What follows belongs to an exercise in optimizing a design on an open flow for small area; a production flow would make more cautious choices. At most, simulation tests tie the RTL to the original design; equivalence was not proved. For runs 2 and 3, only the layout was checked, not whether the RTL still works. Power and IR drop assume default switching activity. No driver is modelled on the clock port, so clocking that relies on it looks cheaper here than on a real chip.

[design.v]
module ethernet_top
  (
    input        CLK,
    input        RST_N,
    output       M_CLK,
    input        M_DATA,
    output       M_LRSEL,
    output       ETH_MDC,
    output       ETH_RSTN,
    output       ETH_TXEN,
    output [1:0] ETH_TXD
   );
   assign M_LRSEL = 1'b0;
   assign ETH_MDC = 1'b0;
   reg [3:0] rst_q;
   always @(posedge CLK) rst_q <= {rst_q[2:0], ~RST_N};
   wire rst  = |rst_q[2:0];
   wire crst = |rst_q[3:1];       
   reg [3:0] p;
   reg [2:0] q;
   reg [3:0] g;
   reg [3:0] n;
   always @(posedge CLK) begin
      if (crst) begin
         p <= 4'd6; q <= 3'd4; g <= 4'd15; n <= 4'd15;
      end
      else begin
         p <= p + 4'd1;
         if (p == 4'd15) begin
            if (q == 3'd4) begin
               q <= 3'd0;
               g <= g + 4'd1;
               if (g == 4'd15) n <= n + 4'd1;
            end
            else q <= q + 3'd1;
         end
      end
   end
   reg eth_rst;
   wire u_is_8 = (n == 4'd0) && (g == 4'd0) && (q == 3'd0) && (p == 4'd8);
   always @(posedge CLK) eth_rst <= rst | crst | (eth_rst & ~u_is_8);
   assign ETH_RSTN = ~eth_rst;
   reg armed;
   always @(posedge CLK)
     if (eth_rst) armed <= 1'b0;
     else if (n == 4'd15) armed <= 1'b1;
   wire [6:0] v = {q, p};
   reg mclk_d;
   always @(*) begin
      case (q)
        3'd0: mclk_d = (p <= 4'd8);
        3'd1: mclk_d = (p >= 4'd3) && (p <= 4'd12);
        3'd2: mclk_d = (p >= 4'd7);
        3'd3: mclk_d = (p <= 4'd0) || (p >= 4'd11);
        default: mclk_d = (p <= 4'd4) || (p == 4'd15);
      endcase
   end
   reg eth_rst_d;
   always @(posedge CLK) eth_rst_d <= eth_rst;
   assign M_CLK = mclk_d & ~eth_rst_d;
   reg xs, xp;
   wire cap = (q != 3'd0) && (p == {q[1:0] - 2'd1, 2'b00});
   always @(posedge CLK) if (cap) xs <= M_DATA;
   always @(posedge CLK)
     if (eth_rst) xp <= 1'b0;
     else if (p == 4'd0) xp <= xs;
   wire upd  = (q != 3'd1);
   wire lsb  = (p == 4'd0);
   reg [31:0] ir0, ir1, ir2, ir3, ir4;
   reg [4:0]  ic;
   wire [1:0] io0 = ir0[31:30];
   wire [1:0] io1 = ir1[31:30];
   wire [1:0] io2 = ir2[31:30];
   wire [1:0] io3 = ir3[31:30];
   wire [1:0] io4 = ir4[31:30];
   wire [1:0] xa  = !upd ? 2'b00 : lsb ? {xs, 1'b1} : {xp, xp};
   wire [1:0] a1  = upd ? io0 : 2'b00;
   wire [1:0] a2  = upd ? io1 : 2'b00;
   wire [1:0] a3  = upd ? io2 : 2'b00;
   wire [1:0] a4  = upd ? io3 : 2'b00;
   wire [4:0] icin = lsb ? 5'b0 : ic;
   wire [2:0] s0 = io0 + xa + icin[0];
   wire [2:0] s1 = io1 + a1 + icin[1];
   wire [2:0] s2 = io2 + a2 + icin[2];
   wire [2:0] s3 = io3 + a3 + icin[3];
   wire [2:0] s4 = io4 + a4 + icin[4];
   always @(posedge CLK) begin
      if (eth_rst) begin
         ir0 <= {ir0[29:0], 2'b00};
         ir1 <= {ir1[29:0], 2'b00};
         ir2 <= {ir2[29:0], 2'b00};
         ir3 <= {ir3[29:0], 2'b00};
         ir4 <= {ir4[29:0], 2'b00};
         ic  <= 5'b0;
      end
      else begin
         ir0 <= {ir0[29:0], s0[1:0]};
         ir1 <= {ir1[29:0], s1[1:0]};
         ir2 <= {ir2[29:0], s2[1:0]};
         ir3 <= {ir3[29:0], s3[1:0]};
         ir4 <= {ir4[29:0], s4[1:0]};
         ic  <= {s4[2], s3[2], s2[2], s1[2], s0[2]};
      end
   end
   wire comb = (g == 4'd0) && (q == 3'd1);
   reg [31:0] dr0, dr1, dr2, dr3, dr4;
   reg [4:0]  cc;
   wire [1:0] do0 = dr0[31:30];
   wire [1:0] do1 = dr1[31:30];
   wire [1:0] do2 = dr2[31:30];
   wire [1:0] do3 = dr3[31:30];
   wire [1:0] do4 = dr4[31:30];
   wire [4:0] ccin = lsb ? 5'b11111 : cc;
   wire [2:0] c0 = io4     + {1'b0, ~do0} + ccin[0];
   wire [2:0] c1 = c0[1:0] + {1'b0, ~do1} + ccin[1];
   wire [2:0] c2 = c1[1:0] + {1'b0, ~do2} + ccin[2];
   wire [2:0] c3 = c2[1:0] + {1'b0, ~do3} + ccin[3];
   wire [2:0] c4 = c3[1:0] + {1'b0, ~do4} + ccin[4];
   wire [1:0] y  = c4[1:0];
   always @(posedge CLK) begin
      if (eth_rst) begin
         dr0 <= {dr0[29:0], 2'b00};
         dr1 <= {dr1[29:0], 2'b00};
         dr2 <= {dr2[29:0], 2'b00};
         dr3 <= {dr3[29:0], 2'b00};
         dr4 <= {dr4[29:0], 2'b00};
      end
      else begin
         dr0 <= {dr0[29:0], comb ? io4     : do0};
         dr1 <= {dr1[29:0], comb ? c0[1:0] : do1};
         dr2 <= {dr2[29:0], comb ? c1[1:0] : do2};
         dr3 <= {dr3[29:0], comb ? c2[1:0] : do3};
         dr4 <= {dr4[29:0], comb ? c3[1:0] : do4};
      end
      cc <= {c4[2], c3[2], c2[2], c1[2], c0[2]};
   end
   wire [3:0] slot = n - 4'd1;
   reg  [1:0] sr [0:255];
   integer k;
   always @(posedge CLK) begin
      for (k = 0; k < 256; k = k + 1) begin
         if ((k % 16) == 8 && comb && slot == ((24 - k) / 16) % 16)
           sr[k] <= y;
         else
           sr[k] <= sr[(k + 255) % 256];
      end
   end
   wire fr  = armed && (n == 4'd0);
   wire pre = ((g == 4'd0) && !((q == 3'd0) && !p[3])) || ((g == 4'd1) && (q == 3'd0));
   wire dat = ((g == 4'd1) && (q != 3'd0)) || (g == 4'd2) || (g == 4'd3) ||
              ((g == 4'd4) && (q[2:1] == 2'b00));
   wire fcs = (g == 4'd4) && (q == 3'd2);
   assign ETH_TXEN = fr && (pre || dat || fcs);
   reg [1:0] rom;
   always @(*) begin
      case ({g[0], q, p})
        8'b00001000: rom = 2'd1;
        8'b00001001: rom = 2'd1;
        8'b00001010: rom = 2'd1;
        8'b00001011: rom = 2'd1;
        8'b00001100: rom = 2'd1;
        8'b00001101: rom = 2'd1;
        8'b00001110: rom = 2'd1;
        8'b00001111: rom = 2'd1;
        8'b00010000: rom = 2'd1;
        8'b00010001: rom = 2'd1;
        8'b00010010: rom = 2'd1;
        8'b00010011: rom = 2'd1;
        8'b00010100: rom = 2'd1;
        8'b00010101: rom = 2'd1;
        8'b00010110: rom = 2'd1;
        8'b00010111: rom = 2'd1;
        8'b00011000: rom = 2'd1;
        8'b00011001: rom = 2'd1;
        8'b00011010: rom = 2'd1;
        8'b00011011: rom = 2'd1;
        8'b00011100: rom = 2'd1;
        8'b00011101: rom = 2'd1;
        8'b00011110: rom = 2'd1;
        8'b00011111: rom = 2'd1;
        8'b00100000: rom = 2'd1;
        8'b00100001: rom = 2'd1;
        8'b00100010: rom = 2'd1;
        8'b00100011: rom = 2'd1;
        8'b00100100: rom = 2'd1;
        8'b00100101: rom = 2'd1;
        8'b00100110: rom = 2'd1;
        8'b00100111: rom = 2'd3;
        8'b00101000: rom = 2'd0;
        8'b00101001: rom = 2'd3;
        8'b00101010: rom = 2'd0;
        8'b00101011: rom = 2'd2;
        8'b00101100: rom = 2'd3;
        8'b00101101: rom = 2'd1;
        8'b00101110: rom = 2'd0;
        8'b00101111: rom = 2'd1;
        8'b00110000: rom = 2'd2;
        8'b00110001: rom = 2'd3;
        8'b00110010: rom = 2'd3;
        8'b00110011: rom = 2'd2;
        8'b00110100: rom = 2'd0;
        8'b00110101: rom = 2'd3;
        8'b00110110: rom = 2'd1;
        8'b00110111: rom = 2'd0;
        8'b00111000: rom = 2'd2;
        8'b00111001: rom = 2'd0;
        8'b00111010: rom = 2'd0;
        8'b00111011: rom = 2'd2;
        8'b00111100: rom = 2'd1;
        8'b00111101: rom = 2'd3;
        8'b00111110: rom = 2'd2;
        8'b00111111: rom = 2'd3;
        8'b01000000: rom = 2'd0;
        8'b01000001: rom = 2'd0;
        8'b01000010: rom = 2'd0;
        8'b01000011: rom = 2'd0;
        8'b01000100: rom = 2'd0;
        8'b01000101: rom = 2'd2;
        8'b01000110: rom = 2'd1;
        8'b01000111: rom = 2'd0;
        8'b01001000: rom = 2'd2;
        8'b01001001: rom = 2'd3;
        8'b01001010: rom = 2'd3;
        8'b01001011: rom = 2'd0;
        8'b01001100: rom = 2'd1;
        8'b01001101: rom = 2'd0;
        8'b01001110: rom = 2'd0;
        8'b01001111: rom = 2'd0;
        8'b10000000: rom = 2'd3;
        8'b10000001: rom = 2'd2;
        8'b10000010: rom = 2'd2;
        8'b10000011: rom = 2'd3;
        8'b10000100: rom = 2'd2;
        8'b10000101: rom = 2'd3;
        8'b10000110: rom = 2'd2;
        8'b10000111: rom = 2'd1;
        8'b10001000: rom = 2'd0;
        8'b10001001: rom = 2'd0;
        8'b10001010: rom = 2'd0;
        8'b10001011: rom = 2'd0;
        8'b10001100: rom = 2'd0;
        8'b10001101: rom = 2'd0;
        8'b10001110: rom = 2'd0;
        8'b10001111: rom = 2'd1;
        default: rom = 2'd1;
      endcase
   end
   reg [1:0] tap;
   always @(*) begin
      case (p[3:2])
        2'd0: tap = sr[91];
        2'd1: tap = sr[99];
        2'd2: tap = sr[107];
        default: tap = sr[115];
      endcase
   end
   reg [31:0] crc;
   wire [1:0] txd = dat ? tap : fcs ? ~crc[1:0] : rom;
   assign ETH_TXD = txd;
   wire [1:0] fb = (fr && dat) ? (tap ^ crc[1:0]) : 2'b00;
   always @(posedge CLK) begin
      if (fr && (dat || fcs))
        crc <= {2'b00, crc[31:2]} ^ ({32{fb[0]}} & 32'h76dc4190) ^ ({32{fb[1]}} & 32'hedb88320);
      else
        crc <= 32'h354cf035;
   end
endmodule
[run.sh]
#!/bin/bash
# synth_recipe.tcl (not shown) runs the flow's synth.tcl, then flattens the netlist and writes it again
# the make line also repeats each setting of config.mk as NAME=value (left out here)
make -C /OpenROAD-flow-scripts/flow DESIGN_CONFIG=/design/flow/config.mk WORK_HOME=/design/flow/orfs CLKGATE_MAP_FILE= SYNTH_SCRIPT=/design/flow/synth_recipe.tcl finish
[config.mk]
export PLATFORM = sky130hd
export DESIGN_NAME = ethernet_top
export DESIGN_NICKNAME = ethernet_top
export VERILOG_FILES = /design/flow/design.v
export SDC_FILE = /design/flow/constraint.sdc
export NUM_CORES = 4
export LEC_CHECK = 0
export CAP_MARGIN = 20
export CORE_MARGIN = 2
export CORE_UTILIZATION = 40
export SLEW_MARGIN = 20
export SYNTH_MEMORY_MAX_BITS = 8192
[constraint.sdc]
create_clock -name core_clock -period 10.0 [get_ports {CLK}]
set_input_delay 2.0000 -clock core_clock [delete_from_list [all_inputs] [get_ports {CLK}]]
set_output_delay 2.0000 -clock core_clock [all_outputs]
set_load 0.01 [all_outputs]
==> results of run 1 <==
-- critical path, delay by kind of cell, from the launching register on --
| family | cells | cell delay, ns |
|---|---|---|
| buffers and inverters | 2 | 0.73 |
| and+or+nand+nor | 2 | 0.26 |
| AOI/OAI and AO/OA | 3 | 1.34 |
| adders and majority gates | 1 | 0.31 |
| DFF | 1 | 0.41 |
-- power by group through the flow --
stage	Combinational (mW)	Clock, mW	Sequential, mW
3_5_place_dp	0.00823	0	3.66
5_1_grt	0.00928	3.19	3.58
3_3_place_gp	0.00815	0	3.66
6_report	0.00823	2.97	3.58
4_1_cts	0.00826	3.05	3.58
2_1_floorplan	0.00643	0	3.66
-- cell type report --
class,instances,area [um2],share of cell area [%]
flip-flops and latches,898,18000,73.3
multi-input cells,378,2780,11.3
clock buffers,108,2260,9.20
well taps,688,861,3.51
clock inverters,31,342,1.39
inverters,53,199,0.811
repair buffers,10,92.6,0.378
diodes,1,2.50,0.0102
-- synthesized netlist by cell type, drive strengths merged, types with 2 or more instances --
cell and n:
dfxtp 897, nand2 59, inv 53, nor2 44, nand3 27, a21oi 22, clkbuf 22, ha 22
o31ai 22, fa 20, mux2 18, o21ai 18, mux2i 14, buf 13, or4 13, and3 10
nand2b 10, a211oi 9, xnor2 7, nor3 6, or3 6, a2111oi 5, xor2 5, and2 4
nand4 4, o211ai 4, a31oi 3, a21boi 2, a22o 2, mux4 2, nand3b 2, nor3b 2
o21a 2
-- cells by family after synthesis --
logic type               Yosys count  synth area share [%]
AO/OA/AOI/OAI                     97                  3.04
XOR/XNOR                          12                 0.658
adder cells (fa/ha/maj)           42                  3.20
buffers and inverters             88                  1.72
flip-flops                       898                  85.2
multiplexers                      34                  1.84
other                              1                0.0178
AND/OR/NAND/NOR                  191                  4.38
-- metrics by stage --
stage | instances | hold WS [ns] | util [%]
2_1_floorplan | 1364 | 0.310 | -
3_3_place_gp | 2027 | 0.310 | 41.9
3_5_place_dp | 2027 | 0.312 | 41.9
4_1_cts | 2166 | 0.320 | 46.8
5_1_grt | 2166 | 0.322 | 46.9
6_report | 2167 | 0.318 | 46.9
-- final timing paths --
kind                            slack, ns           endpoint  cells past startpoint              start
worst min-delay path                 0.32   sr[4][0]$_DFF_P_                      0   sr[3][0]$_DFF_P_
worst max register to register       4.65  sr[72][1]$_DFF_P_                     14    p[2]$_SDFF_PP1_
worst max-delay path                 4.36         ETH_TXD[0]                      8  q[0]$_SDFFE_PP0N_
worst min register to register       0.32   sr[4][0]$_DFF_P_                      0   sr[3][0]$_DFF_P_
-- routing by layer --
| metal | share of wire (%) | up-vias | global-route usage [%] | wire, um |
|---|---|---|---|---|
| met5 | 0 | - | 0 | 0 |
| met4 | 3.2 | 0 | 4.67 | 881 |
| met3 | 4.2 | 73 | 3.48 | 1170 |
| met2 | 41 | 113 | 15.2 | 11300 |
| met1 | 52 | 4179 | 14.4 | 14300 |
| li1 | - | 4499 | - | - |
-- cells in the final DEF, fill, tap and decap left out, drive strengths merged, types with 22 or more instances in the layout --
master,synthesis,layout
nand2,59,59
o31ai,22,22
dfxtp,897,897
clkbuf,22,108
a21oi,22,22
nor2,44,44
ha,22,22
inv,53,57
nand3,27,27
==> impl_metrics.json, run 1 <==
{
  "cts.htree.levels": 3,
  "number_of_global_route_vias_before_repair": 9068,
  "placement.io_buffers": 7,
  "synth_area_leaders": "dfxtp_1 (85%), fa_1 (1.9%), ha_1 (1.3%), nand2_1 (1.0%), mux2_2 (0.96%)",
  "die_x_um": 234,
  "clkSinkCount": 898,
  "drv_cap": 0,
  "timing_worst_slew_pin_value_ns": 1.02,
  "power.density_cell_area_nw_per_um2": 267,
  "detailedRoute.firstIterationViolations": 367,
  "avgSynthCellArea_um2": 15.5,
  "drc_errors": 0,
  "comb_power_share_pct": 0.1,
  "fmaxAchievable_ghz": 0.177,
  "finalWeightedCongestion": 0.759,
  "cts.repair.resized": 0,
  "dpl.hpwl_um": 15400,
  "grt_pass1_wl_um": 45400,
  "design.die.area_um2": 54700,
  "insertion_delay_ns": 0.59,
  "globalRouteTotalUtil_pct": 10.5,
  "hold_violations": 0,
  "first_pass_iters": 4,
  "floorplan.io_pins": 10,
  "placementRows": 84,
  "cts.repair_timing.setup_buffer_count": 0,
  "power.switching_mw": 1.24,
  "yosys.cell_types.count": 55,
  "share_of_total_power_in_sequential_cells_pct": 54.6,
  "critical_path.max_stage_delay_ns": 0.73,
  "cts_tree": "built",
  "synth_enable_flop_cells": 1,
  "critPathArrivalTime_ns": 3.64,
  "final_critical_path_setup_slack_ns": 4.36,
  "flow.area_growth_from_synthesis_pct": 16.1,
  "cp_max_fo": 28,
  "clock_tree.buffer_depth": 3,
  "fin_worst_skew_ns": 0.0132,
  "fin_crit_sh_pct": 56.4,
  "p_int_mw": 5.32,
  "hold_path.class": "register to register",
  "fill_cells": 4484,
  "criticalPathCategory": "register to output port",
  "core-area_um2": 52300,
  "syn-instance-count": 1363,
  "registers.top_by_ff_count": "sr",
  "worstSetupEndpointType": "output port",
  "die_h_um": 234,
  "synthArstFlopShare_pct": 0,
  "power.clock.fraction_pct": 45.3,
  "finalPower_mw": 6.56,
  "post-synth-top-area-cell": "dfxtp_1",
  "slew-limit-headroom_pct": 31.9,
  "report.final.slew_viol_count": 0,
  "detailroute.via_count": 8864,
  "wirelength_um": 27600,
  "initial_core_util_pct": 40.4,
  "cellLeakagePower_nw": 9.65,
  "final_period_minus_worst_setup_slack_ns": 5.64,
  "post_synth_instance_area_um2": 21100,
  "run_status": "complete, no violations",
  "crit_path_start_kind": "register",
  "layout-drive-gt1-share_pct": 10.6,
  "initial_antenna_violation_count": 0,
  "largest_register_ffs": 512,
  "finalInstanceArea_um2": 24500,
  "finalNetCount": 1464,
  "clockRootBuffer": "clkbuf_16",
  "tns_ns": 0,
  "critical-path-slowest-cell": "o21a_1",
  "routedWlPerCell_um": 12.7,
  "cts_buffers": 78,
  "ys_dominant_reg_cell": "dfxtp_1",
  "maximum_number_of_pins_on_one_net_before_global_route_repair": 37,
  "netSwitchingFraction_pct": 18.9,
  "critical_path.cell_chain": "inv_1 -> ha_1 -> nand2b_1 -> a211oi_1 -> o21a_1 -> nor2_1 -> a21oi_1 -> clkdlybuf4s50_1",
  "placedInstanceArea_um2": 21900,
  "grt_setup_unrepaired": "false",
  "seq_area_frac_synth_pct": 85.2,
  "via_per_inst": 4.09,
  "drt.antenna.violating_nets": 0,
  "vdd_ir_max_mv": 0.150,
  "setup-violations-final": 0,
  "post-synth-top-area-fraction_pct": 85.0,
  "clkTransAtPathRegs_ns": 0.06,
  "yosys_warnings": 2,
  "worst_ep_required_time_ns": 8.00,
  "overflow": 0,
  "cts.hold.buffers_added": 0,
  "yosys_register_bits": 898,
  "pre_cts_slack_ns": 4.58
}
==> run 2, diff against run 1 <==
--- a/design.v
+++ b/design.v
@@ -12,17 +12,17 @@
    );
    assign M_LRSEL = 1'b0;
    assign ETH_MDC = 1'b0;
-   reg [3:0] rst_q;
-   always @(posedge CLK) rst_q <= {rst_q[2:0], ~RST_N};
-   wire rst  = |rst_q[2:0];
-   wire crst = |rst_q[3:1];       
+   reg [2:0] rst_q;
+   always @(posedge CLK) rst_q <= {rst_q[1:0], ~RST_N};
+   wire rst  = |rst_q;
+   wire crst = |rst_q[2:1];       
    reg [3:0] p;
    reg [2:0] q;
    reg [3:0] g;
    reg [3:0] n;
    always @(posedge CLK) begin
       if (crst) begin
-         p <= 4'd6; q <= 3'd4; g <= 4'd15; n <= 4'd15;
+         p <= 4'd5; q <= 3'd4; g <= 4'd15; n <= 4'd15;
       end
       else begin
          p <= p + 4'd1;
@@ -38,7 +38,7 @@
    end
    reg eth_rst;
    wire u_is_8 = (n == 4'd0) && (g == 4'd0) && (q == 3'd0) && (p == 4'd8);
-   always @(posedge CLK) eth_rst <= rst | crst | (eth_rst & ~u_is_8);
+   always @(posedge CLK) eth_rst <= rst | (eth_rst & ~u_is_8);
    assign ETH_RSTN = ~eth_rst;
    reg armed;
    always @(posedge CLK)
@@ -255,13 +255,18 @@
       endcase
    end
    reg [31:0] crc;
-   wire [1:0] txd = dat ? tap : fcs ? ~crc[1:0] : rom;
+   reg [1:0]  nk;
+   always @(*) begin
+      case (p)
+        4'd0: nk = 2'd2;  4'd1: nk = 2'd0;  4'd2: nk = 2'd1;  4'd3: nk = 2'd3;
+        4'd4: nk = 2'd2;  4'd5: nk = 2'd0;  4'd6: nk = 2'd1;  4'd7: nk = 2'd2;
+        4'd8: nk = 2'd3;  4'd9: nk = 2'd3;  4'd10: nk = 2'd0; 4'd11: nk = 2'd3;
+        4'd12: nk = 2'd3; 4'd13: nk = 2'd2; 4'd14: nk = 2'd2; default: nk = 2'd3;
+      endcase
+   end
+   wire [1:0] txd = dat ? tap : fcs ? (crc[1:0] ^ nk) : rom;
    assign ETH_TXD = txd;
    wire [1:0] fb = (fr && dat) ? (tap ^ crc[1:0]) : 2'b00;
-   always @(posedge CLK) begin
-      if (fr && (dat || fcs))
-        crc <= {2'b00, crc[31:2]} ^ ({32{fb[0]}} & 32'h76dc4190) ^ ({32{fb[1]}} & 32'hedb88320);
-      else
-        crc <= 32'h354cf035;
-   end
+   always @(posedge CLK)
+     crc <= {2'b00, crc[31:2]} ^ ({32{fb[0]}} & 32'h76dc4190) ^ ({32{fb[1]}} & 32'hedb88320);
 endmodule
--- a/config.mk
+++ b/config.mk
@@ -7,6 +7,9 @@
 export LEC_CHECK = 0
 export CAP_MARGIN = 20
 export CORE_MARGIN = 2
-export CORE_UTILIZATION = 40
+export CORE_UTILIZATION = 70
+export CTS_BUF_LIST = sky130_fd_sc_hd__clkbuf_16
+export CTS_CLUSTER_DIAMETER = 100
+export CTS_CLUSTER_SIZE = 30
 export SLEW_MARGIN = 20
 export SYNTH_MEMORY_MAX_BITS = 8192
==> run 2 against run 1 <==
Net effect:
- fmax rose by 1.8%
- wire length decreased by 2.6%
- die area down 43%
- critical path depth grew 5
- hold slack improved by 0.0050 ns
- register-to-register slack lost 0.19 ns
- final cell count is 20% lower
- clock power shrank 46%
- via count shrank 8.4%
- highest routed layer is now met5
==> impl_metrics.json, run 2 <==
{
  "registers.top_by_ff_count": "sr",
  "cellLeakagePower_nw": 9.00,
  "design.die.area_um2": 31300,
  "layout-drive-gt1-share_pct": 5.32,
  "avgSynthCellArea_um2": 15.9,
  "clkSinkCount": 899,
  "yosys_warnings": 2,
  "report.final.slew_viol_count": 0,
  "initial_antenna_violation_count": 1,
  "cts.repair_timing.setup_buffer_count": 0,
  "hold_violations": 0,
  "dpl.hpwl_um": 15400,
  "synthArstFlopShare_pct": 0,
  "seq_area_frac_synth_pct": 86.0,
  "layout_common_cells": "dfxtp_1 (897), inv_1 (56), nand2_1 (56)",
  "syn-instance-count": 1314,
  "cp_max_fo": 16,
  "worstSetupStartpoint": "p[2]$_SDFF_PP1_",
  "grt_pass1_wl_um": 43800,
  "p_int_mw": 4.23,
  "worst_ep_required_time_ns": 10.39,
  "top_usage_layer": "met2",
  "maximum_number_of_pins_on_one_net_before_global_route_repair": 32,
  "drc_errors": 0,
  "core-area_um2": 29600,
  "timing_worst_slew_pin_value_ns": 1.05,
  "cts_tree": "built",
  "worstSetupEndpointType": "register",
  "met3_usage_pct": 2.73,
  "insertion_delay_ns": 0.54,
  "most_common_cell_after_layout_fill_and_taps_aside": "dfxtp_1",
  "fmaxAchievable_ghz": 0.181,
  "grt_util_met1_pct": 26.0,
  "clkTransAtPathRegs_ns": 0.11,
  "share_of_total_power_in_sequential_cells_pct": 68.9,
  "die_h_um": 177,
  "post-synth-top-area-fraction_pct": 85.8,
  "most_frequent_cell_after_synthesis": "dfxtp_1",
  "holdCritStartpoint": "ir0[15]$_DFF_P_",
  "power.clock.fraction_pct": 30.5,
  "via_per_inst": 4.71,
  "crit_path_start_kind": "register",
  "yosys.cell_types.count": 50,
  "vdd_ir_max_mv": 0.229,
  "synthTopCellsByCount": "dfxtp_1 (898), nand2_1 (56), inv_1 (54)",
  "slew-limit-headroom_pct": 29.5,
  "detailroute.via_count": 8121,
  "critPathArrivalTime_ns": 5.93,
  "finalWeightedCongestion": 0.812,
  "die_x_um": 177,
  "detailedRoute.firstIterationViolations": 522,
  "critical_path.reg2reg.startpoint": "p[2]$_SDFF_PP1_",
  "tns_ns": 0,
  "clockRootBuffer": "clkbuf_16",
  "clock_tree.buffer_depth": 3,
  "grtUsageMet2_pct": 29.0,
  "power.density_cell_area_nw_per_um2": 234,
  "placementRows": 63,
  "drv_cap": 0,
  "overflow": 0,
  "setup-violations-final": 0,
  "synth_area_leaders": "dfxtp_1 (86%), fa_1 (1.9%), ha_1 (1.4%), mux2_2 (1.0%), nand2_1 (1.0%)",
  "cts.hold.buffers_added": 0,
  "cts_buffers": 35,
  "synth_enable_flop_cells": 1,
  "power.switching_mw": 0.972,
  "finalNetCount": 1380,
  "initial_core_util_pct": 70.9,
  "placement.io_buffers": 7,
  "first_pass_iters": 4,
  "grt_setup_unrepaired": "false",
  "fin_crit_sh_pct": 55.4,
  "largest_register_ffs": 512,
  "cts.repair.resized": 0,
  "comb_power_share_pct": 0.6,
  "insertedDiodeCount": 0,
  "yosys_register_bits": 899,
  "netSwitchingFraction_pct": 18.7,
  "finalCoreUtilization_pct": 75.4,
  "cts.htree.levels": 2,
  "final_period_minus_worst_setup_slack_ns": 5.54,
  "post-synth-top-area-cell": "dfxtp_1",
  "routedWlPerCell_um": 15.6,
  "number_of_global_route_vias_before_repair": 8301,
  "fin_worst_skew_ns": 0.0147,
  "flow.area_growth_from_synthesis_pct": 6.34,
  "criticalPathCategory": "register to register",
  "globalRouteTotalUtil_pct": 18.1,
  "run_status": "complete, no violations",
  "finalPower_mw": 5.20,
  "drt.antenna.violating_nets": 0,
  "hold_path.class": "register to register",
  "wirelength_um": 26900,
  "floorplan.io_pins": 10,
  "ys_dominant_reg_cell": "dfxtp_1",
  "post_synth_instance_area_um2": 20900
}
-- run 2: cell types whose count changed after synthesis, moves of 4 or more --
cell,previous run,this run
a2111oi_0,5,0
a21oi_1,22,15
and3_1,10,2
clkbuf_1,22,13
mux2i_1,14,10
nand3_1,27,16
nor2_1,44,51
nor3_1,6,0
o31ai_1,22,11
or3_1,6,2
or4_1,13,0
xnor2_2,1,6
xor2_1,4,17
-- run 2: per-layer routing --
layer / wire length, um / vias up
li1: - / 4137
met1: 13100 / 3858
met2: 12400 / 81
met3: 847 / 43
met4: 502 / 2
met5: 7 / -
-- run 2: worst paths after layout --
kind,to,slack [ns],cells after the start
worst max-delay path,sr[168][1]$_DFF_P_,4.46,13
worst min-delay path,ir0[17]$_DFF_P_,0.32,0
worst max register to register,sr[168][1]$_DFF_P_,4.46,13
worst min register to register,ir0[17]$_DFF_P_,0.32,0
-- run 2: area by class of cell --
| class | instances | area (um2) |
|---|---|---|
| multi-input combinational | 335 | 2610 |
| clock buffer | 35 | 876 |
| timing repair buffer | 7 | 70.1 |
| tap | 390 | 488 |
| fill | 1716 | 7280 |
| clock inverter | 3 | 16.3 |
| inverter | 55 | 206 |
| sequential | 899 | 18000 |
-- run 2: worst max-delay path, cell delays in order (launching register included) --
cell and delay [ns]:
dfxtp_1 0.71, clkinv_1 0.40, nand3_1 0.41, nand2b_1 0.13
fa_1 0.52, inv_1 0.06, fa_1 0.49, fa_1 0.40
inv_1 0.07, fa_1 0.44, fa_1 0.54, inv_1 0.06
fa_1 0.95, o31ai_1 0.20
-- run 2: cell families after synthesis --
group | Yosys count | share of synthesized area (%)
multiplexers | 31 | 1.71
buffers and inverters | 81 | 1.59
flip-flops | 899 | 86.0
adder cells (fa/ha/maj) | 44 | 3.34
AND/OR/NAND/NOR | 152 | 3.31
AO/OA/AOI/OAI | 74 | 2.32
other | 1 | 0.0179
XOR/XNOR | 32 | 1.73
-- run 2: per-stage QoR --
step,std cells,hold slack [ns],setup slack (ns),area [um2]
floorplan,1315,0.310,5.14,21000
global placement,1686,0.310,4.56,21400
detailed placement,1686,0.312,4.43,21400
CTS,1724,0.326,4.36,22300
global route,1724,0.328,3.99,22300
finish,1724,0.323,4.46,22300
-- run 2: power groups by stage --
stage               clock [mW]  sequential [mW]  combinational [mW]
floorplan                    0             3.67              0.0260
global placement             0             3.67              0.0314
detailed placement           0             3.67              0.0321
CTS                       1.63             3.58              0.0325
global route              1.75             3.59              0.0360
finish                    1.59             3.58              0.0316
==> run 3, diff against run 2 <==
--- a/config.mk
+++ b/config.mk
@@ -8,8 +8,8 @@
 export CAP_MARGIN = 20
 export CORE_MARGIN = 2
 export CORE_UTILIZATION = 70
-export CTS_BUF_LIST = sky130_fd_sc_hd__clkbuf_16
-export CTS_CLUSTER_DIAMETER = 100
-export CTS_CLUSTER_SIZE = 30
+export CTS_BUF_LIST = sky130_fd_sc_hd__clkbuf_8
+export CTS_CLUSTER_DIAMETER = 80
+export CTS_CLUSTER_SIZE = 20
 export SLEW_MARGIN = 20
 export SYNTH_MEMORY_MAX_BITS = 8192
==> run 3 against run 2 <==
Net effect:
- non-clock buffer count unchanged
- global-route usage decreased by 1.4 points
- register-to-register slack better by 0.04 ns
- critical endpoint is now sr[72][1]$_DFF_P_
- largest cell class unchanged
- area after synthesis stayed put
- worst setup slack better by 0.040 ns
- synthesized cell count stayed put
- clock skew increased by 0.0047 ns
- still clean on timing, DRC and antenna
- clock power shrank 12%
- critical path depth did not move
==> impl_metrics.json, run 3 <==
{
  "post-place-cells": 1686,
  "core-area_um2": 29600,
  "wirelength_um": 25000,
  "cts.htree.levels": 2,
  "power.density_cell_area_nw_per_um2": 227,
  "synthArstFlopShare_pct": 0,
  "cp_top_family": "adder cells",
  "hold_violations": 0,
  "dpl.hpwl_um": 15400,
  "post-synth-top-area-cell": "dfxtp_1",
  "ys_dominant_reg_cell": "dfxtp_1",
  "maximum_number_of_pins_on_one_net_before_global_route_repair": 30,
  "cts.repair.resized": 0,
  "run_status": "complete, no violations",
  "drv_cap": 0,
  "synth_enable_flop_cells": 1,
  "die_x_um": 177,
  "stdcell_count": 1741,
  "crit_path_start_kind": "register",
  "setup-violations-final": 0,
  "insertion_delay_ns": 0.61,
  "registers.top_by_ff_count": "sr",
  "report.final.slew_viol_count": 0,
  "overflow": 0,
  "detailroute.via_count": 8108,
  "globalRouteTotalUtil_pct": 16.7,
  "first_pass_iters": 4,
  "clock_tree.buffer_depth": 3,
  "tns_ns": 0,
  "fin_worst_skew_ns": 0.0194,
  "finalWeightedCongestion": 0.812,
  "routedWlPerCell_um": 14.4,
  "most_common_cell_after_layout_fill_and_taps_aside": "dfxtp_1",
  "grt_pass1_wl_um": 41000,
  "clkTransAtPathRegs_ns": 0.12,
  "critical-path-slowest-cell": "fa_1",
  "critPathArrivalTime_ns": 5.97,
  "timing_worst_slew_pin_value_ns": 0.913,
  "via_per_inst": 4.66,
  "drc_errors": 0,
  "criticalPathCategory": "register to register",
  "die_h_um": 177,
  "number_of_global_route_vias_before_repair": 8128,
  "layout_common_cells": "dfxtp_1 (897), inv_1 (56), nand2_1 (56)",
  "seq_area_frac_synth_pct": 86.0,
  "layout-drive-gt1-share_pct": 6.59,
  "critical_path.max_stage_delay_ns": 0.93,
  "hold_path.class": "register to register",
  "post_synth_instance_area_um2": 20900,
  "fin_crit_sh_pct": 55.0,
  "fmaxAchievable_ghz": 0.182,
  "cp_max_fo": 16,
  "grt_setup_unrepaired": "false",
  "finalNetCount": 1395,
  "finalCoreUtilization_pct": 74.8,
  "vdd_ir_max_mv": 0.171,
  "design.die.area_um2": 31300,
  "worst-path-buf-inv": 4,
  "slew-limit-headroom_pct": 38.5,
  "clkSinkCount": 899,
  "cellLeakagePower_nw": 8.94,
  "initial_antenna_violation_count": 0,
  "yosys.cell_types.count": 50,
  "placementRows": 63,
  "finalPower_mw": 5.01,
  "drt.antenna.violating_nets": 0,
  "initial_core_util_pct": 70.9,
  "yosys_register_bits": 899,
  "critical_path.cell_chain": "clkinv_1 -> nand3_1 -> nand2b_1 -> fa_1 -> inv_1 -> fa_1 -> inv_1 -> fa_1 -> fa_1 -> fa_1 -> inv_1 -> fa_1 -> o31ai_1",
  "largest_register_ffs": 512,
  "worstSetupEndpointType": "register",
  "most_common_cell_on_crit_path": "fa_1",
  "most_frequent_cell_after_synthesis": "dfxtp_1",
  "final_period_minus_worst_setup_slack_ns": 5.50,
  "cts_buffers": 50,
  "avgSynthCellArea_um2": 15.9,
  "yosys_warnings": 2,
  "insertedDiodeCount": 0,
  "clockRootBuffer": "clkbuf_8",
  "synthTopCellsByCount": "dfxtp_1 (898), nand2_1 (56), inv_1 (54)",
  "cts.hold.buffers_added": 0,
  "worst_ep_required_time_ns": 10.47,
  "placement.io_buffers": 7,
  "cts_tree": "built",
  "detailedRoute.firstIterationViolations": 468,
  "syn-instance-count": 1314,
  "post-synth-top-area-fraction_pct": 85.8,
  "cts.repair_timing.setup_buffer_count": 0,
  "flow.area_growth_from_synthesis_pct": 5.59,
  "synth_area_leaders": "dfxtp_1 (86%), fa_1 (1.9%), ha_1 (1.4%), mux2_2 (1.0%), nand2_1 (1.0%)",
  "floorplan.io_pins": 10
}
## run 3: cell count changes in the layout (fill, tap and decap cells not counted)
cell,change
clkbuf_8,+51
clkbuf_16,-35
a31oi_1,-1
a31oi_2,+1
clkinvlp_4,+1
inv_6,-1
inv_8,+1
## run 3: routing by layer
layer | part of all wire [%] | GRT usage, % | vias to the layer above | wire length [um]
li1 | - | - | 4156 | -
met1 | 52 | 24.8 | 3820 | 12900
met2 | 43 | 25.1 | 92 | 10800
met3 | 3.3 | 3.29 | 40 | 831
met4 | 1.9 | 4.96 | 0 | 487
met5 | 0 | 0 | - | 0
## run 3: worst paths after layout
check                       start           endpoint  slack, ns  depth (start not counted)
setup / recovery  p[2]$_SDFF_PP1_  sr[72][1]$_DFF_P_       4.50                         13
hold / removal    dr2[27]$_DFF_P_    dr2[29]$_DFF_P_       0.33                          0
setup reg to reg  p[2]$_SDFF_PP1_  sr[72][1]$_DFF_P_       4.50                         13
hold reg to reg   dr2[27]$_DFF_P_    dr2[29]$_DFF_P_       0.33                          0
## run 3: layout make-up
| type | count | area, um2 |
|---|---|---|
| Clock buffer | 51 | 702 |
| Clock inverter | 4 | 26.3 |
| Fill cell | 1773 | 7440 |
| Inverter | 55 | 206 |
| Multi-Input combinational cell | 335 | 2620 |
| Sequential cell | 899 | 18000 |
| Tap cell | 390 | 488 |
| Timing Repair Buffer | 7 | 70.1 |
## run 3: cell families after synthesis
family	count (synthesis)	share of synthesized area [%]
compound gates	74	2.32
xor+xnor	32	1.73
fa+ha+maj	44	3.34
buf+inv	81	1.59
flops	899	86.0
mux	31	1.71
other cells	1	0.0179
simple gates	152	3.31
## run 3: stage by stage
| stage | hold slack [ns] | setup slack [ns] | instance area (um2) |
|---|---|---|---|
| 2_1_floorplan | 0.310 | 5.14 | 21000 |
| 3_3_place_gp | 0.310 | 4.56 | 21400 |
| 3_5_place_dp | 0.312 | 4.43 | 21400 |
| 4_1_cts | 0.327 | 4.42 | 22100 |
| 5_1_grt | 0.334 | 4.04 | 22100 |
| 6_report | 0.326 | 4.50 | 22100 |
## run 3: power breakdown
part / total, mW / internal, mW / switching (mW)
combinational: 0.0312 / 0.0121 / 0.0191
clock: 1.40 / 0.466 / 0.933
sequential: 3.58 / 3.58 / 0.00323
total: 5.01 / 4.06 / 0.955
==> run 4, diff against run 3 <==
--- a/design.v
+++ b/design.v
@@ -98,48 +98,44 @@
          ir1 <= {ir1[29:0], s1[1:0]};
          ir2 <= {ir2[29:0], s2[1:0]};
          ir3 <= {ir3[29:0], s3[1:0]};
-         ir4 <= {ir4[29:0], s4[1:0]};
+         ir4 <= {ir4[29:0], comb ? 2'b00 : s4[1:0]};
          ic  <= {s4[2], s3[2], s2[2], s1[2], s0[2]};
       end
    end
    wire comb = (g == 4'd0) && (q == 3'd1);
-   reg [31:0] dr0, dr1, dr2, dr3, dr4;
-   reg [4:0]  cc;
-   wire [1:0] do0 = dr0[31:30];
+   reg [31:0] dr1, dr2, dr3, dr4;
+   reg [4:1]  cc;
    wire [1:0] do1 = dr1[31:30];
    wire [1:0] do2 = dr2[31:30];
    wire [1:0] do3 = dr3[31:30];
    wire [1:0] do4 = dr4[31:30];
-   wire [4:0] ccin = lsb ? 5'b11111 : cc;
-   wire [2:0] c0 = io4     + {1'b0, ~do0} + ccin[0];
-   wire [2:0] c1 = c0[1:0] + {1'b0, ~do1} + ccin[1];
+   wire [4:1] ccin = lsb ? 4'b1111 : cc;
+   wire [1:0] c0 = io4;
+   wire [2:0] c1 = c0      + {1'b0, ~do1} + ccin[1];
    wire [2:0] c2 = c1[1:0] + {1'b0, ~do2} + ccin[2];
    wire [2:0] c3 = c2[1:0] + {1'b0, ~do3} + ccin[3];
    wire [2:0] c4 = c3[1:0] + {1'b0, ~do4} + ccin[4];
    wire [1:0] y  = c4[1:0];
    always @(posedge CLK) begin
       if (eth_rst) begin
-         dr0 <= {dr0[29:0], 2'b00};
          dr1 <= {dr1[29:0], 2'b00};
          dr2 <= {dr2[29:0], 2'b00};
          dr3 <= {dr3[29:0], 2'b00};
          dr4 <= {dr4[29:0], 2'b00};
       end
       else begin
-         dr0 <= {dr0[29:0], comb ? io4     : do0};
-         dr1 <= {dr1[29:0], comb ? c0[1:0] : do1};
+         dr1 <= {dr1[29:0], comb ? c0      : do1};
          dr2 <= {dr2[29:0], comb ? c1[1:0] : do2};
          dr3 <= {dr3[29:0], comb ? c2[1:0] : do3};
          dr4 <= {dr4[29:0], comb ? c3[1:0] : do4};
       end
-      cc <= {c4[2], c3[2], c2[2], c1[2], c0[2]};
-   end
-   wire [3:0] slot = n - 4'd1;
+      cc <= {c4[2], c3[2], c2[2], c1[2]};
+   end
    reg  [1:0] sr [0:255];
    integer k;
    always @(posedge CLK) begin
       for (k = 0; k < 256; k = k + 1) begin
-         if ((k % 16) == 8 && comb && slot == ((24 - k) / 16) % 16)
+         if ((k % 16) == 8 && comb && n == ((280 - k) / 16 + 1) % 16)
            sr[k] <= y;
          else
            sr[k] <= sr[(k + 255) % 256];
--- a/config.mk
+++ b/config.mk
@@ -7,9 +7,9 @@
 export LEC_CHECK = 0
 export CAP_MARGIN = 20
 export CORE_MARGIN = 2
-export CORE_UTILIZATION = 70
-export CTS_BUF_LIST = sky130_fd_sc_hd__clkbuf_8
+export CORE_UTILIZATION = 75
+export CTS_BUF_LIST = sky130_fd_sc_hd__clkbuf_16
 export CTS_CLUSTER_DIAMETER = 80
-export CTS_CLUSTER_SIZE = 20
+export CTS_CLUSTER_SIZE = 36
 export SLEW_MARGIN = 20
 export SYNTH_MEMORY_MAX_BITS = 8192
==> run 4 against run 3 <==
Net effect:
- sequential share of layout area increased by 0.72 points
- critical endpoint is now ETH_TXD[1]
- hold slack improved by 0.0015 ns
- sequential power fell by 3%
- synthesized cell count fell by 5.0%
- total power down 1.6%
- largest cell class unchanged
- worst setup slack improved by 0.16 ns
- flip-flop and latch count down 33
- cell area down 4.5%
- via count fell by 3.3%
- highest routed layer unchanged
- wire length up 11%
==> impl_metrics.json, run 4 <==
{
  "cts.hold.buffers_added": 0,
  "clockRootBuffer": "clkbuf_16",
  "registers.top_by_ff_count": "sr",
  "overflow": 0,
  "routedWlPerCell_um": 17.3,
  "post_synth_instance_area_um2": 20000,
  "fin_worst_skew_ns": 0.0513,
  "grt_pass1_wl_um": 44500,
  "power.density_cell_area_nw_per_um2": 234,
  "final_critical_path_setup_slack_ns": 4.67,
  "layout-drive-gt1-share_pct": 4.96,
  "setup-violations-final": 0,
  "most_frequent_cell_after_synthesis": "dfxtp_1",
  "most_common_cell_after_layout_fill_and_taps_aside": "dfxtp_1",
  "comb_power_share_pct": 0.7,
  "design.die.area_um2": 27900,
  "yosys_register_bits": 866,
  "share_of_total_power_in_sequential_cells_pct": 70.1,
  "fmaxAchievable_ghz": 0.188,
  "worst_ep_required_time_ns": 8.00,
  "yosys.cell_types.count": 46,
  "maximum_number_of_pins_on_one_net_before_global_route_repair": 38,
  "finalWeightedCongestion": 0.824,
  "floorplan.io_pins": 10,
  "insertedDiodeCount": 0,
  "power.clock.fraction_pct": 29.2,
  "post-synth-top-area-fraction_pct": 86.8,
  "final_period_minus_worst_setup_slack_ns": 5.33,
  "seq_area_frac_synth_pct": 86.9,
  "cp_max_fo": 7,
  "report.final.slew_viol_count": 0,
  "first_pass_iters": 5,
  "synth_area_leaders": "dfxtp_1 (87%), fa_1 (1.8%), ha_1 (1.3%), nand2_1 (1.3%), mux2_2 (1.2%)",
  "ys_dominant_reg_cell": "dfxtp_1",
  "core-area_um2": 26100,
  "clkSinkCount": 866,
  "cts.htree.levels": 1,
  "initial_core_util_pct": 76.6,
  "hold_violations": 0,
  "multiInputGateArea_um2": 2370,
  "fill_cells": 1277,
  "ff_latch_area_um2": 17300,
  "synth_enable_flop_cells": 1,
  "drc_errors": 0,
  "criticalPathCategory": "register to output port",
  "drt.antenna.violating_nets": 0,
  "cts_buffers": 28,
  "detailedRoute.firstIterationViolations": 647,
  "worstSetupEndpointType": "output port",
  "netSwitchingFraction_pct": 19.3,
  "pre_cts_slack_ns": 5.06,
  "placement.io_buffers": 7,
  "cts.repair.resized": 0,
  "run_status": "complete, no violations",
  "die_x_um": 167,
  "tns_ns": 0,
  "crit_path_start_kind": "register",
  "insertion_delay_ns": 0.59,
  "detailroute.via_count": 7843,
  "via_per_inst": 4.89,
  "cts_tree": "built",
  "synthArstFlopShare_pct": 0,
  "fin_crit_sh_pct": 53.3,
  "grt_setup_unrepaired": "false",
  "syn-instance-count": 1248,
  "synthTopCellsByCount": "dfxtp_1 (865), nand2_1 (69), inv_1 (40)",
  "clock_tree.buffer_depth": 3,
  "slew-limit-headroom_pct": 35.9,
  "timing.hold.ws_ns": 0.327,
  "initial_antenna_violation_count": 0,
  "timing_worst_slew_pin_value_ns": 0.957,
  "wirelength_um": 27700,
  "cellLeakagePower_nw": 8.43,
  "power.switching_mw": 0.950,
  "vdd_ir_max_mv": 0.402,
  "critPathArrivalTime_ns": 3.33,
  "dpl.hpwl_um": 15200,
  "finalNetCount": 1311,
  "hold_path.class": "register to register",
  "layout_common_cells": "dfxtp_1 (864), nand2_1 (69), inv_1 (41)",
  "largest_register_ffs": 512,
  "p_int_mw": 3.98,
  "globalRouteTotalUtil_pct": 20.4,
  "cts.repair_timing.setup_buffer_count": 0,
  "flow.area_growth_from_synthesis_pct": 5.82,
  "number_of_global_route_vias_before_repair": 8189,
  "clkTransAtPathRegs_ns": 0.12,
  "avgSynthCellArea_um2": 16.0,
  "post-synth-top-area-cell": "dfxtp_1",
  "placementRows": 59,
  "yosys_warnings": 2,
  "drv_cap": 0,
  "die_h_um": 167
}
==> run 4: final cells by class <==
type	count	area share, %
sequential	866	82.1
multi-input combinational	324	11.2
clock buffer	28	3.32
tap	335	1.98
inverter	41	0.752
timing repair buffer	8	0.367
clock inverter	3	0.237
==> run 4: routing by layer <==
metal	vias to the layer above	wire (um)	share of wire, %	global-route usage [%]
li1	3935	-	-	-
met1	3763	13300	48	29.2
met4	0	554	2.0	4.68
met5	-	0	0	0
met3	35	700	2.5	2.60
met2	110	13100	47	34.2
==> run 4: worst paths after layout <==
check / startpoint / endpoint / slack, ns / cells past startpoint
hold reg to reg: sr[86][0]$_DFF_P_ / sr[87][0]$_DFF_P_ / 0.33 / 0
setup reg to reg: p[2]$_SDFF_PP1_ / sr[8][1]$_DFF_P_ / 5.02 / 12
hold / removal: sr[86][0]$_DFF_P_ / sr[87][0]$_DFF_P_ / 0.33 / 0
setup / recovery: q[1]$_SDFFE_PP0N_ / ETH_TXD[1] / 4.67 / 8
==> run 4: through the flow <==
stage	instances	cell area, um2	power [mW]	util [%]
2_1_floorplan	1249	20000	3.56	-
3_3_place_gp	1574	20400	3.57	78.2
3_5_place_dp	1574	20400	3.57	78.2
4_1_cts	1605	21100	4.96	81.0
5_1_grt	1605	21100	5.07	81.1
6_report	1605	21100	4.93	81.1
==> run 4: cell families (layout without fill, tap and decap cells) <==
family                   count (synthesis)  in the layout  synth area share [%]
AO/OA/AOI/OAI                           67             67                  2.04
XOR/XNOR                                32             32                  1.44
adder cells (fa/ha/maj)                 39             39                  3.12
buffers and inverters                   59             80                  1.25
flip-flops                             866            866                  86.9
multiplexers                            28             28                  1.60
other                                    1              2                0.0188
AND/OR/NAND/NOR                        156            156                  3.62
==> run 4: critical path, stage by stage, from the launching register on <==
cell,delay [ns]
dfxtp_1,0.38
inv_1,0.18
ha_1,0.27
nand2b_1,0.12
a211o_2,0.37
a22oi_4,0.29
mux2_2,0.38
a41oi_1,0.18
clkdlybuf4s50_1,0.58
==> run 4: power by group through the flow <==
| stage | clock network (mW) | registers (mW) | logic (mW) |
|---|---|---|---|
| 2_1_floorplan | 0 | 3.53 | 0.0265 |
| 4_1_cts | 1.46 | 3.46 | 0.0353 |
| 3_5_place_dp | 0 | 3.53 | 0.0344 |
| 3_3_place_gp | 0 | 3.53 | 0.0333 |
| 5_1_grt | 1.57 | 3.46 | 0.0388 |
| 6_report | 1.44 | 3.46 | 0.0348 |
==> run 5, diff against run 4 <==
--- a/config.mk
+++ b/config.mk
@@ -7,9 +7,10 @@
 export LEC_CHECK = 0
 export CAP_MARGIN = 20
 export CORE_MARGIN = 2
-export CORE_UTILIZATION = 75
+export CORE_UTILIZATION = 85
 export CTS_BUF_LIST = sky130_fd_sc_hd__clkbuf_16
-export CTS_CLUSTER_DIAMETER = 80
+export CTS_CLUSTER_DIAMETER = 60
 export CTS_CLUSTER_SIZE = 36
+export PLACE_DENSITY = 0.9
 export SLEW_MARGIN = 20
 export SYNTH_MEMORY_MAX_BITS = 8192
==> run 5 against run 4 <==
Net effect:
- the flow now stops in detailed placement
- area after synthesis did not move
- synthesized cell count is the same
==> impl_metrics.json, run 5 <==
{
  "run_status": "did not finish",
  "failing_step": "detailed placement",
  "run.stop_error": "[ERROR DPL-0033] detailed placement checks failed during check placement.",
  "floorplan.io_pins": 10,
  "die_h_um": 157,
  "synth_enable_flop_cells": 1,
  "ys_dominant_reg_cell": "dfxtp_1",
  "synthArstFlopShare_pct": 0,
  "synth_area_leaders": "dfxtp_1 (87%), fa_1 (1.8%), ha_1 (1.3%), nand2_1 (1.3%), mux2_2 (1.2%)",
  "synthTopCellsByCount": "dfxtp_1 (865), nand2_1 (69), inv_1 (40)",
  "post-synth-top-area-cell": "dfxtp_1",
  "yosys_warnings": 2,
  "most_frequent_cell_after_synthesis": "dfxtp_1",
  "avgSynthCellArea_um2": 16.0,
  "initial_core_util_pct": 85.8,
  "post_synth_instance_area_um2": 20000,
  "die_x_um": 157,
  "yosys_register_bits": 866,
  "finalWeightedCongestion": 0.828,
  "seq_area_frac_synth_pct": 86.9,
  "post-synth-top-area-fraction_pct": 86.8,
  "yosys.cell_types.count": 46,
  "placementRows": 56,
  "placement.io_buffers": 7,
  "dpl.hpwl_um": 27000,
  "syn-instance-count": 1248
}
[run 5: cell counts after synthesis]
Identical to the previous run, type by type.
[run 5: power groups by stage]
| stage | clock, mW | sequential [mW] | combinational, mW |
|---|---|---|---|
| global placement | 0 | 3.53 | 0.0331 |
| floorplan | 0 | 3.53 | 0.0265 |
[run 5: metrics by stage]
| step | total power [mW] | instances |
|---|---|---|
| global placement | 3.57 | 1558 |
| floorplan | 3.56 | 1249 |
[run 5: worst max-delay path by stage]
stage,startpoint,endpoint,depth (start not counted)
global placement,q[1]$_SDFFE_PP0N_,ETH_TXD[1],8
floorplan,p[2]$_SDFF_PP1_,sr[104][1]$_DFF_P_,15
[run 5: kinds of logic after synthesis]
logic type,synth area share [%]
flops,86.9
simple gates,3.62
compound gates,2.04
buf+inv,1.25
fa+ha+maj,3.12
xor+xnor,1.44
mux,1.60
other cells,0.0188
==> run 6, diff against run 5 <==
--- a/config.mk
+++ b/config.mk
@@ -7,10 +7,9 @@
 export LEC_CHECK = 0
 export CAP_MARGIN = 20
 export CORE_MARGIN = 2
-export CORE_UTILIZATION = 85
+export CORE_UTILIZATION = 75
 export CTS_BUF_LIST = sky130_fd_sc_hd__clkbuf_16
 export CTS_CLUSTER_DIAMETER = 60
-export CTS_CLUSTER_SIZE = 36
-export PLACE_DENSITY = 0.9
+export CTS_CLUSTER_SIZE = 30
 export SLEW_MARGIN = 20
 export SYNTH_MEMORY_MAX_BITS = 8192
==> run 6 against run 5 <==
Net effect:
- the run now finishes clean
- synthesized cell count stayed put
- area after synthesis unchanged
==> impl_metrics.json, run 6 <==
{
  "run_status": "complete, no violations",
  "power.density_cell_area_nw_per_um2": 240,
  "report.final.slew_viol_count": 0,
  "cts.htree.levels": 2,
  "seq_area_frac_synth_pct": 86.9,
  "yosys_register_bits": 866,
  "flow.area_growth_from_synthesis_pct": 7.05,
  "registers.top_by_ff_count": "sr",
  "timing.hold.ws_ns": 0.319,
  "post-synth-top-area-cell": "dfxtp_1",
  "yosys.cell_types.count": 46,
  "crit_path_end": "ETH_TXD[1]",
  "crit_path_start_kind": "register",
  "insertedDiodeCount": 0,
  "regToRegSetupSlack_ns": 5.02,
  "placementRows": 59,
  "final_period_minus_worst_setup_slack_ns": 5.27,
  "worstSetupStartpoint": "q[1]$_SDFFE_PP0N_",
  "initial_core_util_pct": 76.6,
  "most_common_cell_after_layout_fill_and_taps_aside": "dfxtp_1",
  "hold_path.class": "register to register",
  "post_synth_instance_area_um2": 20000,
  "fin_worst_skew_ns": 0.0243,
  "worstSetupEndpointType": "output port",
  "clockRootBuffer": "clkbuf_16",
  "layout_common_cells": "dfxtp_1 (864), nand2_1 (69), inv_1 (41)",
  "grt_pass1_wl_um": 45700,
  "worst_ep_required_time_ns": 8.00,
  "die_x_um": 167,
  "synthTopCellsByCount": "dfxtp_1 (865), nand2_1 (69), inv_1 (40)",
  "most_frequent_cell_after_synthesis": "dfxtp_1",
  "placedInstanceArea_um2": 20400,
  "globalRouteTotalUtil_pct": 21.1,
  "post-synth-top-area-fraction_pct": 86.8,
  "dpl.hpwl_um": 15200,
  "critPathArrivalTime_ns": 3.27,
  "placement.io_buffers": 7,
  "insertion_delay_ns": 0.56,
  "synthArstFlopShare_pct": 0,
  "cts_buffers": 35,
  "timing_worst_slew_pin_value_ns": 0.916,
  "post-place-cells": 1574,
  "finalWeightedCongestion": 0.824,
  "first_pass_iters": 4,
  "number_of_global_route_vias_before_repair": 8330,
  "vdd_ir_max_mv": 0.286,
  "stdcell_count": 1618,
  "tns_ns": 0,
  "clock_tree.buffer_depth": 3,
  "syn-instance-count": 1248,
  "cts_tree": "built",
  "p_int_mw": 4.14,
  "fmaxAchievable_ghz": 0.190,
  "maximum_number_of_pins_on_one_net_before_global_route_repair": 31,
  "finalInstanceArea_um2": 21400,
  "cts.hold.buffers_added": 0,
  "cellLeakagePower_nw": 8.55,
  "via_per_inst": 4.93,
  "layout-drive-gt1-share_pct": 5.92,
  "ys_dominant_reg_cell": "dfxtp_1",
  "yosys_warnings": 2,
  "design.die.area_um2": 27900,
  "die_h_um": 167,
  "detailroute.via_count": 7974,
  "cts.repair.resized": 0,
  "drc_errors": 0,
  "clkTransAtPathRegs_ns": 0.11,
  "synth_enable_flop_cells": 1,
  "finalNetCount": 1318,
  "overflow": 0,
  "share_of_total_power_in_sequential_cells_pct": 67.3,
  "detailedRoute.firstIterationViolations": 568,
  "drt.antenna.violating_nets": 0,
  "setup-violations-final": 0,
  "r2r_end": "sr[8][1]$_DFF_P_",
  "netSwitchingFraction_pct": 19.3,
  "core-area_um2": 26100,
  "floorplan.io_pins": 10,
  "wirelength_um": 28400,
  "hold_violations": 0,
  "fill_cells": 1233,
  "grt_setup_unrepaired": "false",
  "routedWlPerCell_um": 17.6,
  "power.clock.fraction_pct": 32.1,
  "critical_path.reg2reg.startpoint": "p[2]$_SDFF_PP1_",
  "fin_crit_sh_pct": 52.7,
  "synth_area_leaders": "dfxtp_1 (87%), fa_1 (1.8%), ha_1 (1.3%), nand2_1 (1.3%), mux2_2 (1.2%)",
  "comb_power_share_pct": 0.7,
  "clkSinkCount": 866,
  "largest_register_ffs": 512,
  "drv_cap": 0,
  "finalPower_mw": 5.14,
  "cp_max_fo": 7,
  "initial_antenna_violation_count": 0,
  "power.switching_mw": 0.992,
  "r2r_worst_path_depth": 12,
  "cts.repair_timing.setup_buffer_count": 0,
  "avgSynthCellArea_um2": 16.0,
  "criticalPathCategory": "register to output port",
  "slew-limit-headroom_pct": 38.7
}
-- run 6: final cells by class --
| cell class | instances | area, um2 | area share (%) |
|---|---|---|---|
| Multi-Input combinational cell | 324 | 2370 | 11.1 |
| Clock inverter | 7 | 70.1 | 0.328 |
| Timing Repair Buffer | 8 | 77.6 | 0.363 |
| Inverter | 41 | 159 | 0.744 |
| Tap cell | 335 | 419 | 1.96 |
| Clock buffer | 37 | 926 | 4.33 |
| Sequential cell | 866 | 17300 | 81.2 |
-- run 6: worst min path at each step --
stage	end	cells past startpoint	from	slack, ns
detailed placement	ir1[9]$_DFF_P_	0	ir1[7]$_DFF_P_	0.31
finish	dr4[9]$_DFF_P_	0	dr4[7]$_DFF_P_	0.32
global placement	sr[231][1]$_DFF_P_	0	sr[230][1]$_DFF_P_	0.31
CTS	dr2[12]$_DFF_P_	0	dr2[10]$_DFF_P_	0.31
global route	dr2[12]$_DFF_P_	0	dr2[10]$_DFF_P_	0.32
floorplan	crc[0]$_DFF_P_	0	crc[2]$_DFF_P_	0.31
-- run 6: cell families after synthesis --
| family | count (synthesis) | synth area share [%] |
|---|---|---|
| xor gates and xnor gates | 32 | 1.44 |
| adders and majority gates | 39 | 3.12 |
| AOI/OAI and AO/OA | 67 | 2.04 |
| other | 1 | 0.0188 |
| DFF | 866 | 86.9 |
| and+or+nand+nor | 156 | 3.62 |
| muxes | 28 | 1.60 |
| buffers and inverters | 59 | 1.25 |
-- run 6: worst max-delay path, stage by stage, from the launching register on --
cell             delay, ns
dfxtp_1               0.37
inv_1                 0.18
ha_1                  0.26
nand2b_1              0.12
a211o_2               0.37
a22oi_4               0.29
mux2_2                0.38
a41oi_1               0.17
clkdlybuf4s50_1       0.58
-- run 6: routing by layer --
layer	global-route usage [%]	up-vias	share of wire [%]	wire, um
met3	3.14	53	3.8	1080
met1	30.2	3829	47	13500
met2	34.6	140	47	13300
met4	5.76	0	2.1	610
met5	0	-	0	0
li1	-	3952	-	-
-- run 6: through the flow --
step	setup WS (ns)	util (%)
after floorplan	5.70	-
after global placement	5.26	78.2
after detailed placement	5.06	78.2
after CTS	4.71	82.0
after global routing	4.58	82.0
final	4.73	82.0
-- run 6: power groups by stage --
| stage | Clock [mW] | Combinational, mW | Sequential (mW) |
|---|---|---|---|
| floorplan | 0 | 0.0265 | 3.53 |
| global placement | 0 | 0.0333 | 3.53 |
| detailed placement | 0 | 0.0344 | 3.53 |
| CTS | 1.68 | 0.0359 | 3.45 |
| global route | 1.79 | 0.0395 | 3.46 |
| finish | 1.65 | 0.0355 | 3.45 |
==> run 7, diff against run 6 <==
--- a/config.mk
+++ b/config.mk
@@ -8,8 +8,8 @@
 export CAP_MARGIN = 20
 export CORE_MARGIN = 2
 export CORE_UTILIZATION = 75
-export CTS_BUF_LIST = sky130_fd_sc_hd__clkbuf_16
+export CTS_BUF_LIST = sky130_fd_sc_hd__clkbuf_8
 export CTS_CLUSTER_DIAMETER = 60
-export CTS_CLUSTER_SIZE = 30
+export CTS_CLUSTER_SIZE = 18
 export SLEW_MARGIN = 20
 export SYNTH_MEMORY_MAX_BITS = 8192
==> run 7 against run 6 <==
Net effect:
- total power decreased by 4.3%
- via count decreased by 1.6%
- critical endpoint unchanged
- non-clock buffer count is the same
- critical path type unchanged
- highest routed layer unchanged
- hold slack better by 0.0062 ns
- first-iteration DRC count is 30% lower
- final cell count up 0.93%
- synthesized cell count is the same
- wire length fell by 12%
- fmax down 1.4%
- still clean
- cell area fell by 0.94%
- area after synthesis stayed put
==> impl_metrics.json, run 7 <==
{
  "run_status": "complete, no violations",
  "insertion_delay_ns": 0.62,
  "finalWeightedCongestion": 0.824,
  "r2r_end": "sr[8][1]$_DFF_P_",
  "finalInstanceArea_um2": 21200,
  "synth_compound_gate_area_share_pct": 2.04,
  "critical_path.reg2reg.startpoint": "p[2]$_SDFF_PP1_",
  "power.density_cell_area_nw_per_um2": 232,
  "criticalPathCategory": "register to output port",
  "finalNetCount": 1337,
  "timing.hold.ws_ns": 0.325,
  "final_critical_path_setup_slack_ns": 4.66,
  "grt_pass1_wl_um": 41100,
  "globalRouteTotalUtil_pct": 18.8,
  "hold_path_stages": 0,
  "clock_tree.buffer_depth": 3,
  "avgSynthCellArea_um2": 16.0,
  "tns_ns": 0,
  "clkTransAtPathRegs_ns": 0.10,
  "cp_max_fo": 7,
  "ys_dominant_reg_cell": "dfxtp_1",
  "met3RoutedLength_um": 978,
  "post-synth-top-area-cell": "dfxtp_1",
  "synth_xor_xnor_area_share_pct": 1.44,
  "seq_area_frac_synth_pct": 86.9,
  "wirelength_um": 25100,
  "yosys.area_share.adder_pct": 3.12,
  "cts.repair.resized": 0,
  "m1WireLength_um": 12400,
  "hold_violations": 0,
  "synth_area_leaders": "dfxtp_1 (87%), fa_1 (1.8%), ha_1 (1.3%), nand2_1 (1.3%), mux2_2 (1.2%)",
  "slew-limit-headroom_pct": 27.7,
  "grt_setup_unrepaired": "false",
  "worst_ep_required_time_ns": 8.00,
  "initial_core_util_pct": 76.6,
  "drt.antenna.violating_nets": 0,
  "largest_register_ffs": 512,
  "maximum_number_of_pins_on_one_net_before_global_route_repair": 28,
  "die_x_um": 167,
  "routedWlPerCell_um": 15.4,
  "initial_antenna_violation_count": 0,
  "die_h_um": 167,
  "synth_enable_flop_cells": 1,
  "clockRootBuffer": "clkbuf_8",
  "drc_errors": 0,
  "finalPower_mw": 4.91,
  "dpl.hpwl_um": 15200,
  "cellLeakagePower_nw": 8.48,
  "number_of_global_route_vias_before_repair": 7986,
  "design.die.area_um2": 27900,
  "placementRows": 59,
  "vdd_ir_max_mv": 0.207,
  "critPathArrivalTime_ns": 3.34,
  "layout-drive-gt1-share_pct": 6.93,
  "crit_path_start_kind": "register",
  "synthTopCellsByCount": "dfxtp_1 (865), nand2_1 (69), inv_1 (40)",
  "cts.htree.levels": 2,
  "stdcell_count": 1633,
  "yosys_register_bits": 866,
  "fin_worst_skew_ns": 0.0306,
  "core-area_um2": 26100,
  "placedInstanceArea_um2": 20400,
  "cts_buffers": 54,
  "yosys.area_share.simple_pct": 3.62,
  "flow.area_growth_from_synthesis_pct": 6.04,
  "layout_common_cells": "dfxtp_1 (865), nand2_1 (69), clkbuf_8 (55)",
  "pre_cts_slack_ns": 5.06,
  "min_to": "sr[128][0]$_DFF_P_",
  "registers.top_by_ff_count": "sr",
  "fmaxAchievable_ghz": 0.187,
  "hold_path.class": "register to register",
  "regToRegSetupSlack_ns": 5.07,
  "finalCoreUtilization_pct": 81.2,
  "cts.repair_timing.setup_buffer_count": 0,
  "timing_worst_slew_pin_value_ns": 1.08,
  "post-place-cells": 1574,
  "clkSinkCount": 866,
  "top_layer": "met4",
  "post_synth_mux_area_share_pct": 1.60,
  "synthArstFlopShare_pct": 0,
  "detailroute.via_count": 7847,
  "floorplan.io_pins": 10,
  "first_pass_iters": 4,
  "yosys.cell_types.count": 46,
  "syn-instance-count": 1248,
  "post_synth_instance_area_um2": 20000,
  "drv_cap": 0,
  "most_frequent_cell_after_synthesis": "dfxtp_1",
  "placement.io_buffers": 7,
  "via_per_inst": 4.81,
  "setup-violations-final": 0,
  "post-synth-top-area-fraction_pct": 86.8,
  "fill_cells": 1319,
  "detailroute.wirelength.met2_um": 11100,
  "most_common_cell_after_layout_fill_and_taps_aside": "dfxtp_1",
  "worstSetupEndpointType": "output port",
  "synth_top_family_by_area": "simple AND/OR/NAND/NOR gates",
  "report.final.slew_viol_count": 0,
  "cts_tree": "built",
  "holdCritStartpoint": "sr[127][0]$_DFF_P_",
  "insertedDiodeCount": 0,
  "r2r_worst_path_depth": 12,
  "detailedRoute.firstIterationViolations": 398,
  "fin_crit_sh_pct": 53.4,
  "cts.hold.buffers_added": 0,
  "yosys_warnings": 2,
  "overflow": 0,
  "final_period_minus_worst_setup_slack_ns": 5.34
}
[run 7: cell type report]
cell class              instances  area, um2  share of cell area, %
flip-flops and latches        866      17300                   82.0
repair buffers                  8       77.6                  0.367
clock inverters                 4       38.8                  0.183
multi-input cells             324       2370                   11.2
clock buffers                  55        757                   3.58
well taps                     335        419                   1.98
inverters                      41        159                  0.751
[run 7: how the worst max path moves through the flow]
stage / from / to / slack [ns] / cells past startpoint
after floorplan: p[2]$_SDFF_PP1_ / sr[104][1]$_DFF_P_ / 5.70 / 15
after global placement: p[2]$_SDFF_PP1_ / sr[136][1]$_DFF_P_ / 5.26 / 12
after detailed placement: p[2]$_SDFF_PP1_ / sr[216][1]$_DFF_P_ / 5.06 / 12
after CTS: q[1]$_SDFFE_PP0N_ / ETH_TXD[1] / 4.62 / 8
after global routing: q[1]$_SDFFE_PP0N_ / ETH_TXD[1] / 4.49 / 8
final: q[1]$_SDFFE_PP0N_ / ETH_TXD[1] / 4.66 / 8
[run 7: cells by family after synthesis]
| family | count (synthesis) |
|---|---|
| other | 1 |
| and+or+nand+nor | 156 |
| adders and majority gates | 39 |
| muxes | 28 |
| AOI/OAI and AO/OA | 67 |
| buffers and inverters | 59 |
| DFF | 866 |
| xor gates and xnor gates | 32 |
[run 7: critical path, stage by stage (launching register included)]
cell	delay, ns
dfxtp_1	0.37
inv_1	0.18
ha_1	0.26
nand2b_1	0.12
a211o_2	0.37
a22oi_4	0.28
mux2_2	0.38
a41oi_1	0.18
clkdlybuf4s50_1	0.58
[run 7: report_power, final]
| group | internal (mW) | total [mW] | switching [mW] | leakage [nW] |
|---|---|---|---|---|
| registers | 3.45 | 3.45 | 0.00399 | 6.97 |
| logic | 0.0123 | 0.0336 | 0.0213 | 1.09 |
| clock network | 0.503 | 1.43 | 0.924 | 0.414 |
[run 7: metal layers]
| layer | track usage (%) | vias to the layer above |
|---|---|---|
| li1 | - | 3981 |
| met1 | 27.5 | 3684 |
| met2 | 29.3 | 127 |
| met3 | 3.38 | 55 |
| met4 | 5.80 | 0 |
| met5 | 0 | - |

==> what the ideal ports hide <==
The flow's constraints put no driver on any port. The routed layouts listed below were extracted and timed again, unchanged, in two steps. Step 1: set_driving_cell puts a clkbuf_16 on CLK and a buf_2 on each other input, an assumption about the parent block. Step 2 adds t to the input delays and takes it off the output delays; t is the mean of the earliest and latest rising clock arrival at the registers after step 1. Input paths then give back, and output paths get back, about the clock's delay inside the block. a / b / c = ideal ports / drivers / drivers and shift; a / b = the first two.
| run | t, ns | slack for setup (ns) | worst setup path at the end | latest minus earliest clock arrival (ns) |
|---|---|---|---|---|
| run 1 | 0.641 | 4.364 / 4.311 / 4.648 | register to register | 0.017 / 0.017 |
| run 2 | 0.581 | 4.463 / 4.463 / 4.463 | register to register | 0.017 / 0.017 |
| run 3 | 0.647 | 4.503 / 4.503 / 4.503 | register to register | 0.021 / 0.020 |
| run 4 | 0.620 | 4.667 / 4.619 / 5.018 | register to register | 0.055 / 0.056 |
| run 6 | 0.595 | 4.733 / 4.686 / 5.022 | register to register | 0.031 / 0.032 |
| run 7 | 0.650 | 4.658 / 4.612 / 5.072 | register to register | 0.031 / 0.030 |
After both steps setup and hold are still met in every run listed.
